Background: an optimization exercise with open tools, aiming at small area, a short achievable clock period and few clock cycles per item. Do not read the settings as production practice.
In this exercise RTL edits were held to simulation tests only and were not proved equivalent to the original.

==> flow/design.v (outline; a module is shown in full before it is edited, if it fits) <==
// module fa: 4 lines
// module ha: 4 lines
// module reciprocal: 23 lines
// module imc: 1313 lines
module imc
  #(parameter INPUT_W = 16,
    parameter OUTPUT_W = 16)
(
    input  logic                   clk,
    input  logic                   rst_n,
    input  logic                   start,
    input  logic [INPUT_W-1:0]     aIn,
    input  logic [INPUT_W-1:0]     bIn,
    input  logic [INPUT_W-1:0]     cIn,
    input  logic [INPUT_W-1:0]     dIn,
    output logic                   ready,
    output logic [OUTPUT_W-1:0]    aOut,
    output logic [OUTPUT_W-1:0]    bOut,
    output logic [OUTPUT_W-1:0]    cOut,
    output logic [OUTPUT_W-1:0]    dOut,
    output logic                   aOut_sign,
    output logic                   bOut_sign,
    output logic                   cOut_sign,
    output logic                   dOut_sign
);
  // ...
==> flow/flow/run.sh <==
#!/bin/bash
# The standard layout (the standard.sh, all ORFS steps from synthesis
# to finish), except that buffer_ports puts a buf_2 on every input and
# output port instead of the cell it picks on its own (a slow delay cell,
# clkdlybuf4s50_1). Timing repair still resizes port buffers as it needs.
# make's output goes to flow_make.log; ORFS keeps each step's log under
# orfs/logs.
set -euo pipefail
bash standard.sh "BUFFER_PORTS_ARGS=-buffer_cell sky130_fd_sc_hd__buf_2" finish > flow_make.log 2>&1
==> flow/standard.sh <==
#!/bin/bash
# synth_recipe.tcl (not shown) runs the flow's synth.tcl, then flattens the netlist and writes it again
# the make line also repeats each setting of config.mk as NAME=value (left out here)
make -C /OpenROAD-flow-scripts/flow DESIGN_CONFIG=/design/flow/config.mk WORK_HOME=/design/flow/orfs CLKGATE_MAP_FILE= SYNTH_SCRIPT=/design/flow/synth_recipe.tcl "${@:-finish}"
==> flow/config.mk <==
export PLATFORM = sky130hd
export DESIGN_NAME = imc
export DESIGN_NICKNAME = imc
export VERILOG_FILES = /design/flow/design.v
export SDC_FILE = /design/flow/constraint.sdc
export NUM_CORES = 4
export LEC_CHECK = 0
export CAP_MARGIN = 20
export CORE_MARGIN = 2
export CORE_UTILIZATION = 60
export SETUP_SLACK_MARGIN = 3
export SLEW_MARGIN = 20
export SYNTH_HIERARCHICAL = 1
==> flow/constraint.sdc <==
create_clock -name core_clock -period 11.0 [get_ports {clk}]
set_input_delay 2.2000 -clock core_clock [delete_from_list [all_inputs] [get_ports {clk}]]
set_output_delay 2.2000 -clock core_clock [all_outputs]
set_load 0.01 [all_outputs]
==> results.sh, run 1 <==
export IMPL_outcome="no timing/DRC/antenna violations"
export IMPL_final_common_cell="nand2_1"
export IMPL_crit_path_cell_trace="buf_6 -> nand2_1 -> fa_1 -> fa_1 -> fa_2 -> fa_2 -> fa_2 -> ha_4 -> fa_1 -> fa_1 -> ha_2 -> inv_1 -> fa_2 -> a211oi_4 -> buf_6 -> o2111ai_2 -> o2111a_2 -> a2111oi_4 -> o2111ai_2 -> o21a_1 -> a211o_1 -> xor2_1"
export IMPL_grt_busiest_layer="met2"
export IMPL_wl_per_cell_um=21.5
export IMPL_yosysMostFrequentCell="nand2_1"
export IMPL_synth_compound_area_share_pct=8.35
export IMPL_coreArea_um2=36600
export IMPL_final_cell_mix="688 x nand2_1, 524 x fa_1, 182 x inv_1, 125 x ha_1, 70 x buf_2"
export IMPL_tapCellCount=468
export IMPL_crit_end="dsign_r"
export IMPL_tightest_slew_ps=1060
export IMPL_path_class="primary input to flop"
export IMPL_dr_first_iter_drc_count=1455
export IMPL_synth_top_area_cell="fa_1"
export IMPL_multi_input_area_um2=20000
export IMPL_avgSynthCellArea_um2=9.42
export IMPL_cts_tree="built"
export IMPL_syn_inst=2365
export IMPL_dr_wl_met2_um=30700
export IMPL_worstHoldPathType="primary input to async pin"
export IMPL_dieArea_um2=38700
export IMPL_crit_family="adder cells"
export IMPL_grt_usage_pct=33.3
export IMPL_finalHoldViolCount=0
export IMPL_h_tree_depth=2
export IMPL_grt_max_degree=45
export IMPL_clock_sinks=45
export IMPL_ant_nets=0
export IMPL_cts_root_buffer="clkbuf_16"
Testbench counts, summed over its fixed seeds: cycles 3,200, items 3,200.
==> module reciprocal, before the edit <==
module reciprocal ( input  logic [3:0] x,
                    output logic [8:0] y);
    always_comb begin
        case (x)
            4'h1: y = 9'h100;
            4'h2: y = 9'h080;
            4'h3: y = 9'h055;
            4'h4: y = 9'h040;
            4'h5: y = 9'h033;
            4'h6: y = 9'h02A;
            4'h7: y = 9'h024;
            4'h8: y = 9'h020;
            4'h9: y = 9'h01C;
            4'hA: y = 9'h019;
            4'hB: y = 9'h017;
            4'hC: y = 9'h015;
            4'hD: y = 9'h013;
            4'hE: y = 9'h012;
            4'hF: y = 9'h011;
            default: y = 9'h000;
        endcase
    end
endmodule
==> run 2: changes to the inputs <==
--- a/flow/design.v
+++ b/flow/design.v
@@ -1,35 +1,50 @@
 module fa (input logic a, b, c, output logic s, co);
   assign s  = a ^ b ^ c;
   assign co = (a & b) | (a & c) | (b & c);
 endmodule
 module ha (input logic a, b, output logic s, co);
   assign s  = a ^ b;
   assign co = a & b;
 endmodule
-module reciprocal ( input  logic [3:0] x,
+module reciprocal ( input  logic [4:0] x,
                     output logic [8:0] y);
     always_comb begin
         case (x)
-            4'h1: y = 9'h100;
-            4'h2: y = 9'h080;
-            4'h3: y = 9'h055;
-            4'h4: y = 9'h040;
-            4'h5: y = 9'h033;
-            4'h6: y = 9'h02A;
-            4'h7: y = 9'h024;
-            4'h8: y = 9'h020;
-            4'h9: y = 9'h01C;
-            4'hA: y = 9'h019;
-            4'hB: y = 9'h017;
-            4'hC: y = 9'h015;
-            4'hD: y = 9'h013;
-            4'hE: y = 9'h012;
-            4'hF: y = 9'h011;
+            5'h01: y = 9'h100;   
+            5'h02: y = 9'h080;   
+            5'h03: y = 9'h055;   
+            5'h04: y = 9'h040;   
+            5'h05: y = 9'h033;   
+            5'h06: y = 9'h02A;   
+            5'h07: y = 9'h024;   
+            5'h08: y = 9'h020;   
+            5'h09: y = 9'h01C;   
+            5'h0A: y = 9'h019;   
+            5'h0B: y = 9'h017;   
+            5'h0C: y = 9'h015;   
+            5'h0D: y = 9'h013;   
+            5'h0E: y = 9'h012;   
+            5'h0F: y = 9'h011;   
+            5'h11: y = 9'h011;   
+            5'h12: y = 9'h012;   
+            5'h13: y = 9'h013;   
+            5'h14: y = 9'h015;   
+            5'h15: y = 9'h017;   
+            5'h16: y = 9'h019;   
+            5'h17: y = 9'h01C;   
+            5'h18: y = 9'h020;   
+            5'h19: y = 9'h024;   
+            5'h1A: y = 9'h02A;   
+            5'h1B: y = 9'h033;   
+            5'h1C: y = 9'h040;   
+            5'h1D: y = 9'h055;   
+            5'h1E: y = 9'h080;   
+            5'h1F: y = 9'h100;   
             default: y = 9'h000;
         endcase
     end
 endmodule
 module imc
   #(parameter INPUT_W = 16,
     parameter OUTPUT_W = 16)
 (
@@ -46,17 +61,17 @@
     output logic [OUTPUT_W-1:0]    cOut,
     output logic [OUTPUT_W-1:0]    dOut,
     output logic                   aOut_sign,
     output logic                   bOut_sign,
     output logic                   cOut_sign,
     output logic                   dOut_sign
 );
   logic [16:0] dx, dy;
-  logic        cp, cn;
+  logic        cp;
   wire t1, t2;
   fa u_t1 (.a(~(aIn[0] & dIn[13])), .b(~(aIn[1] & dIn[12])), .c(1'b1), .s(t1), .co(t2));
   wire t3, t4;
   fa u_t3 (.a(~(aIn[0] & dIn[14])), .b(~(aIn[1] & dIn[13])), .c(~(aIn[2] & dIn[12])), .s(t3), .co(t4));
   wire t5, t6;
   fa u_t5 (.a(~(aIn[3] & dIn[11])), .b(~(aIn[4] & dIn[10])), .c(1'b1), .s(t5), .co(t6));
   wire t7, t8;
   fa u_t7 (.a(~(aIn[0] & dIn[15])), .b(~(aIn[1] & dIn[14])), .c(~(aIn[2] & dIn[13])), .s(t7), .co(t8));
@@ -1030,37 +1045,29 @@
   wire t972, t973;
   fa u_t972 (.a(t971), .b(t927), .c(t925), .s(t972), .co(t973));
   wire t974 = ~t882;
   wire t975, t976;
   fa u_t975 (.a(t974), .b(t930), .c(t928), .s(t975), .co(t976));
   wire t977, t978;
   ha u_t977 (.a(t887), .b(t931), .s(t977), .co(t978));
   assign dx = {1'b1, t977, t973, t972, t967, t966, t963, t958, t957, t952, t949, t946, t943, t940, t937, t934, t933};
-  assign dy = {t978, t976, t975, t970, t969, t964, t961, t960, t955, t954, t951, t948, t945, t942, t939, t936, 1'b0};
+  assign dy = {t978, t976, t975, t970, t969, t964, t961, t960, t955, t954, t951, t948, t945, t942, t939, t936, tcy_bc};
   assign cp = tcy_ad;
-  assign cn = tcy_bc;
   logic [15:0] nA, nB, nC, nD;
   assign nA = -dIn;
   assign nB = -bIn;
   assign nC = -cIn;
   assign nD = -aIn;
-  logic [16:0] dxr, dyr, A;
-  logic [1:0]  tc;
-  logic [4:0]  a0, a1, a2, dlo;       
+  logic [16:0] dxr, dyr, diff;
   logic        det_sign;
-  assign dxr = {1'b0, ~dx[15], ~dx[14], ~dx[13], ~dx[12], ~dx[11], ~dx[10], ~dx[9], ~dx[8], ~dx[7], ~dx[6], ~dx[5], ~dx[4], ~dx[3], ~dx[2], ~dx[1], ~dx[0]};
-  assign dyr = {~dy[16], ~dy[15], ~dy[14], ~dy[13], ~dy[12], ~dy[11], ~dy[10], ~dy[9], ~dy[8], ~dy[7], ~dy[6], ~dy[5], ~dy[4], ~dy[3], ~dy[2], ~dy[1], 1'b1};
-  assign A   = ~(dxr + dyr + 17'd1);
-  assign tc  = {1'b0, cp} + {1'b0, ~cn};
-  assign a0  = A[4:0];
-  assign a1  = A[4:0] + 5'd1;
-  assign a2  = A[4:0] + 5'd2;
-  assign dlo = tc[1] ? a2 : tc[0] ? a1 : a0;
-  assign det_sign = A[16] ^ ((tc == 2'd1) & (&A[15:0]) | (tc == 2'd2) & (&A[15:1]));
+  assign dxr      = {1'b0, ~dx[15], ~dx[14], ~dx[13], ~dx[12], ~dx[11], ~dx[10], ~dx[9], ~dx[8], ~dx[7], ~dx[6], ~dx[5], ~dx[4], ~dx[3], ~dx[2], ~dx[1], ~dx[0]};
+  assign dyr      = {~dy[16], ~dy[15], ~dy[14], ~dy[13], ~dy[12], ~dy[11], ~dy[10], ~dy[9], ~dy[8], ~dy[7], ~dy[6], ~dy[5], ~dy[4], ~dy[3], ~dy[2], ~dy[1], dy[0]};
+  assign diff     = ~(dxr + dyr + {16'd0, ~cp});
+  assign det_sign = diff[16];
   logic [16:4] dvw, yvw, pw;
   logic        up0, up1;
   assign dvw = ~dxr[16:4];
   assign yvw = ~dyr[16:4];
   assign pw  = dvw ^ yvw;
   assign up0 = (pw[16:5] == (dvw[15:4] | yvw[15:4]));
   assign up1 = (~pw[16:5] == (dvw[15:4] & yvw[15:4]));
   logic        ready_r;
@@ -1069,37 +1076,35 @@
   logic [7:0]  mA_r, mB_r, mC_r, mD_r;
   logic        sA_r, sB_r, sC_r, sD_r;
   always_ff @(posedge clk or negedge rst_n) begin
     if (!rst_n) ready_r <= 1'b0;
     else        ready_r <= 1'b1;
   end
   always_ff @(posedge clk) begin
     if (start) begin
-      lo_r    <= dlo;
+      lo_r    <= diff[4:0];
       up0_r   <= up0;
       up1_r   <= up1;
       dsign_r <= det_sign;
       mA_r <= dIn[15] ? nA[15:8] : dIn[15:8];
       mB_r <= bIn[15] ? nB[15:8] : bIn[15:8];
       mC_r <= cIn[15] ? nC[15:8] : cIn[15:8];
       mD_r <= aIn[15] ? nD[15:8] : aIn[15:8];
       sA_r <= dIn[15];
       sB_r <= bIn != 16'd0;
       sC_r <= cIn != 16'd0;
       sD_r <= aIn[15];
     end
   end
-  logic        all0, all1;
-  logic [8:0]  r, rpos, rneg;
-  assign all0 = up0_r & ~lo_r[4];
-  assign all1 = up1_r & lo_r[4];
-  reciprocal u_rpos (.x(lo_r[3:0]), .y(rpos));
-  reciprocal u_rneg (.x(-lo_r[3:0]), .y(rneg));
-  assign r = ({9{all0}} & rpos) | ({9{all1}} & rneg);
+  logic        inrange;
+  logic [8:0]  r, rlut;
+  assign inrange = lo_r[4] ? up1_r : up0_r;
+  reciprocal u_recip (.x(lo_r), .y(rlut));
+  assign r = {9{inrange}} & rlut;
   logic [15:0] oax, oay, obx, oby, ocx, ocy, odx, ody;
   wire oa_1, oa_2;
   fa u_oa_1 (.a(~(mA_r[0] & r[4])), .b(~(mA_r[1] & r[3])), .c(1'b1), .s(oa_1), .co(oa_2));
   wire oa_3, oa_4;
   fa u_oa_3 (.a(~(mA_r[1] & r[4])), .b(~(mA_r[2] & r[3])), .c(~(mA_r[3] & r[2])), .s(oa_3), .co(oa_4));
   wire oa_5, oa_6;
   fa u_oa_5 (.a(~(mA_r[4] & r[1])), .b(~(mA_r[5] & r[0])), .c(1'b1), .s(oa_5), .co(oa_6));
   wire oa_7, oa_8;
==> results.sh, run 2 <==
export IMPL_cp_required_ps=11140
export IMPL_path_common_cell="fa_1"
export IMPL_tightest_slew_ps=992
export IMPL_clock_sinks=45
export IMPL_fin_crit_sh_pct=71.1
export IMPL_portBuffers=135
export IMPL_grt_usage_pct=31.7
export IMPL_start_util_pct=60.8
export IMPL_num_fill_cells=2957
export IMPL_synth_top_area_cell="fa_1"
export IMPL_coreArea_um2=35500
export IMPL_drv_slew=0
export IMPL_yosysMostFrequentCell="nand2_1"
export IMPL_ys_warn_count=8
export IMPL_dp_slack_ps=2460
export IMPL_grt_pass1_wl_um=94500
export IMPL_final_cell_mix="706 x nand2_1, 560 x fa_1, 149 x inv_1, 120 x ha_1, 79 x buf_2"
export IMPL_grt_antenna_before_repair=0
export IMPL_setup_viol=0
export IMPL_setup_ws_ps=3180
export IMPL_avgSynthCellArea_um2=9.52
export IMPL_numCtsBuffers=5
export IMPL_max_clock_freq_mhz=128
export IMPL_vias_per_cell=6.03
export IMPL_cts_root_buffer="clkbuf_16"
export IMPL_h_tree_depth=2
export IMPL_io_pins=136
export IMPL_place_congestion=0.887
export IMPL_grt_setup_unrepaired="true"
export IMPL_critPathBufInv=2
export IMPL_final_common_cell="nand2_1"
export IMPL_async_reset_ff_share_pct=2.22
export IMPL_end_kind="flop"
export IMPL_dieArea_um2=37500
export IMPL_wl_per_cell_um=20.9
export IMPL_postCtsHoldBufs=0
export IMPL_cts_clk_slew_worst_paths_ps=70
export IMPL_max_stage_delay_ps=540
export IMPL_drc=0
export IMPL_rows=69
export IMPL_start_kind="primary input"
export IMPL_setup_tns_ps=0
export IMPL_crit_family="adder cells"
export IMPL_synth_cell_types=74
export IMPL_finalHoldViolCount=0
export IMPL_first_global_vias=18087
export IMPL_maxCapViolCount=0
export IMPL_dp_hpwl_um=43400
export IMPL_ys_flop_type="edfxtp_1"
export IMPL_worstHoldPathType="primary input to async pin"
export IMPL_hold_ws_ps=1650
export IMPL_synth_top_area_share_pct=51.9
export IMPL_cp_arrival_ps=7960
export IMPL_die_width_um=194
export IMPL_overflow=0
export IMPL_vias=16622
export IMPL_grt_max_degree=45
export IMPL_first_pass_iters=6
export IMPL_synth_edff_count=44
export IMPL_ant_nets=0
export IMPL_nets=3041
export IMPL_wl_um=57700
export IMPL_crit_path_cell_trace="buf_4 -> nand2_1 -> fa_1 -> fa_1 -> fa_1 -> fa_1 -> fa_1 -> fa_1 -> fa_1 -> inv_1 -> fa_1 -> fa_1 -> fa_1 -> nor2b_1 -> o21ai_0 -> a21oi_1 -> o21ai_0 -> nand4_1 -> nor3b_1"
export IMPL_antenna_cells=0
export IMPL_synthTopCellsByCount="706 x nand2_1, 560 x fa_1, 152 x clkbuf_1"
export IMPL_slew_headroom_pct=33.8
export IMPL_cts_tree="built"
export IMPL_outcome="no timing/DRC/antenna violations"
export IMPL_die_h_um=194
export IMPL_syn_cell_area_um2=21600
export IMPL_synth_seq_cells=45
export IMPL_drive_gt1_share_pct=9.07
export IMPL_ys_seq_area_share_pct=6.24
export IMPL_area_growth_pct=6.28
export IMPL_critPathSlowestCell="fa_1"
export IMPL_critPathMaxFanout=16
export IMPL_synth_area_leaders="fa_1 52%, nand2_1 12%, ha_1 7.0%"
export IMPL_fin_crit_ps=7820
export IMPL_dr_first_iter_drc_count=1453
export IMPL_clockBufferDepth=2
export IMPL_syn_inst=2268
export IMPL_path_class="primary input to flop"
run 2: worst max-delay path by stage:
stage             from  endpoint  slack, ps  depth (start not counted)
2_1_floorplan   aIn[8]   dsign_r       3000                         20
3_5_place_dp   lo_r[1]  dOut[15]       2460                         18
6_report        aIn[1]   dsign_r       3180                         19
3_3_place_gp   lo_r[1]  dOut[15]       2520                         18
4_1_cts        dIn[13]   dsign_r       3000                         19
5_1_grt        dIn[14]   dsign_r       2910                         23
run 2: final cells by class:
cell class                      count  area [um^2]  share of cell area, %
Tap cell                          461          577                   2.51
Inverter                          150          563                   2.45
Timing Repair Buffer              162         1070                   4.67
Clock inverter                      3         21.3                 0.0927
Sequential cell                    45         1350                   5.87
Clock buffer                        5          125                  0.545
Multi-Input combinational cell   1929        19200                   83.9
run 2: metrics by stage:
stage               instances  cell area, um^2  utilization, %
floorplan                2322            21800               -
global placement         2731            22300            63.0
detailed placement       2731            22300            63.0
CTS                      2746            22600            63.8
global route             2755            22900            64.7
finish                   2755            22900            64.7
run 2: repair_timing:
action	4_1_cts	5_1_grt
gates resized for setup	22	88
endpoints found under the hold margin	0	0
setup buffers	7	9
setup endpoints to repair	21	14
pin swaps	1	0
run 2: cell families (layout without fill, tap and decap cells):
kind of cell             after synthesis  after routing  share of synthesized area, %
AND/OR/NAND/NOR                      866            866                          16.8
adder cells (fa/ha/maj)              681            681                          58.9
buffers and inverters                348            320                          6.24
AO/OA/AOI/OAI                        219            219                          7.28
XOR/XNOR                             101            101                          4.10
flip-flops                            45             45                          6.24
multiplexers                           7              7                         0.359
other                                  1             55                        0.0174
run 2: routing by layer:
layer,up-vias,part of all wire [%],global-route usage [%]
li1,7160,-,-
met1,8524,39,42.8
met2,820,50,53.4
met3,118,8.4,4.68
met4,0,3.0,10.2
met5,-,0,0
run 2: Yosys stat by module (local to each module, per instance):
| module | cells inside | flops+latches | cell area [um^2] |
|---|---|---|---|
| fa | 1 | 0 | 20.0 |
| imc | 1655 | 45 | 10000 |
| reciprocal | 50 | 0 | 399 |
| ha | 1 | 0 | 12.5 |
Testbench counts of run 2, summed over its fixed seeds: cycles 3,200, items 3,200.

-- what the ideal ports hide --
How much do the figures lean on ideal ports? The routed layouts below were timed once more, with nothing changed but the port constraints.
Step 1: set_driving_cell puts a clkbuf_16 on clk and a buf_2 on each other input, an assumption about the parent block.
Step 2 adds t to the input delays and takes it off the output delays; t is the mean of the earliest and latest rising clock arrival at the registers after step 1. Input paths then give back, and output paths get back, about the clock's delay inside the block.
Three values: no drivers, after step 1, after step 2; two values: the first two.
| run | t, ns | setup slack, ns | worst register clock-pin slew, ns |
|---|---|---|---|
| run 1 | 0.351 | 2.372 / 2.288 / 1.937 | 0.08 / 0.08 |
| run 2 | 0.337 | 3.178 / 3.142 / 2.835 | 0.07 / 0.07 |
After both steps every run listed still meets setup and hold. For run 1, which loses most, drivers alone change the setup slack by -0.084 ns; drivers and shift together by -0.435 ns.
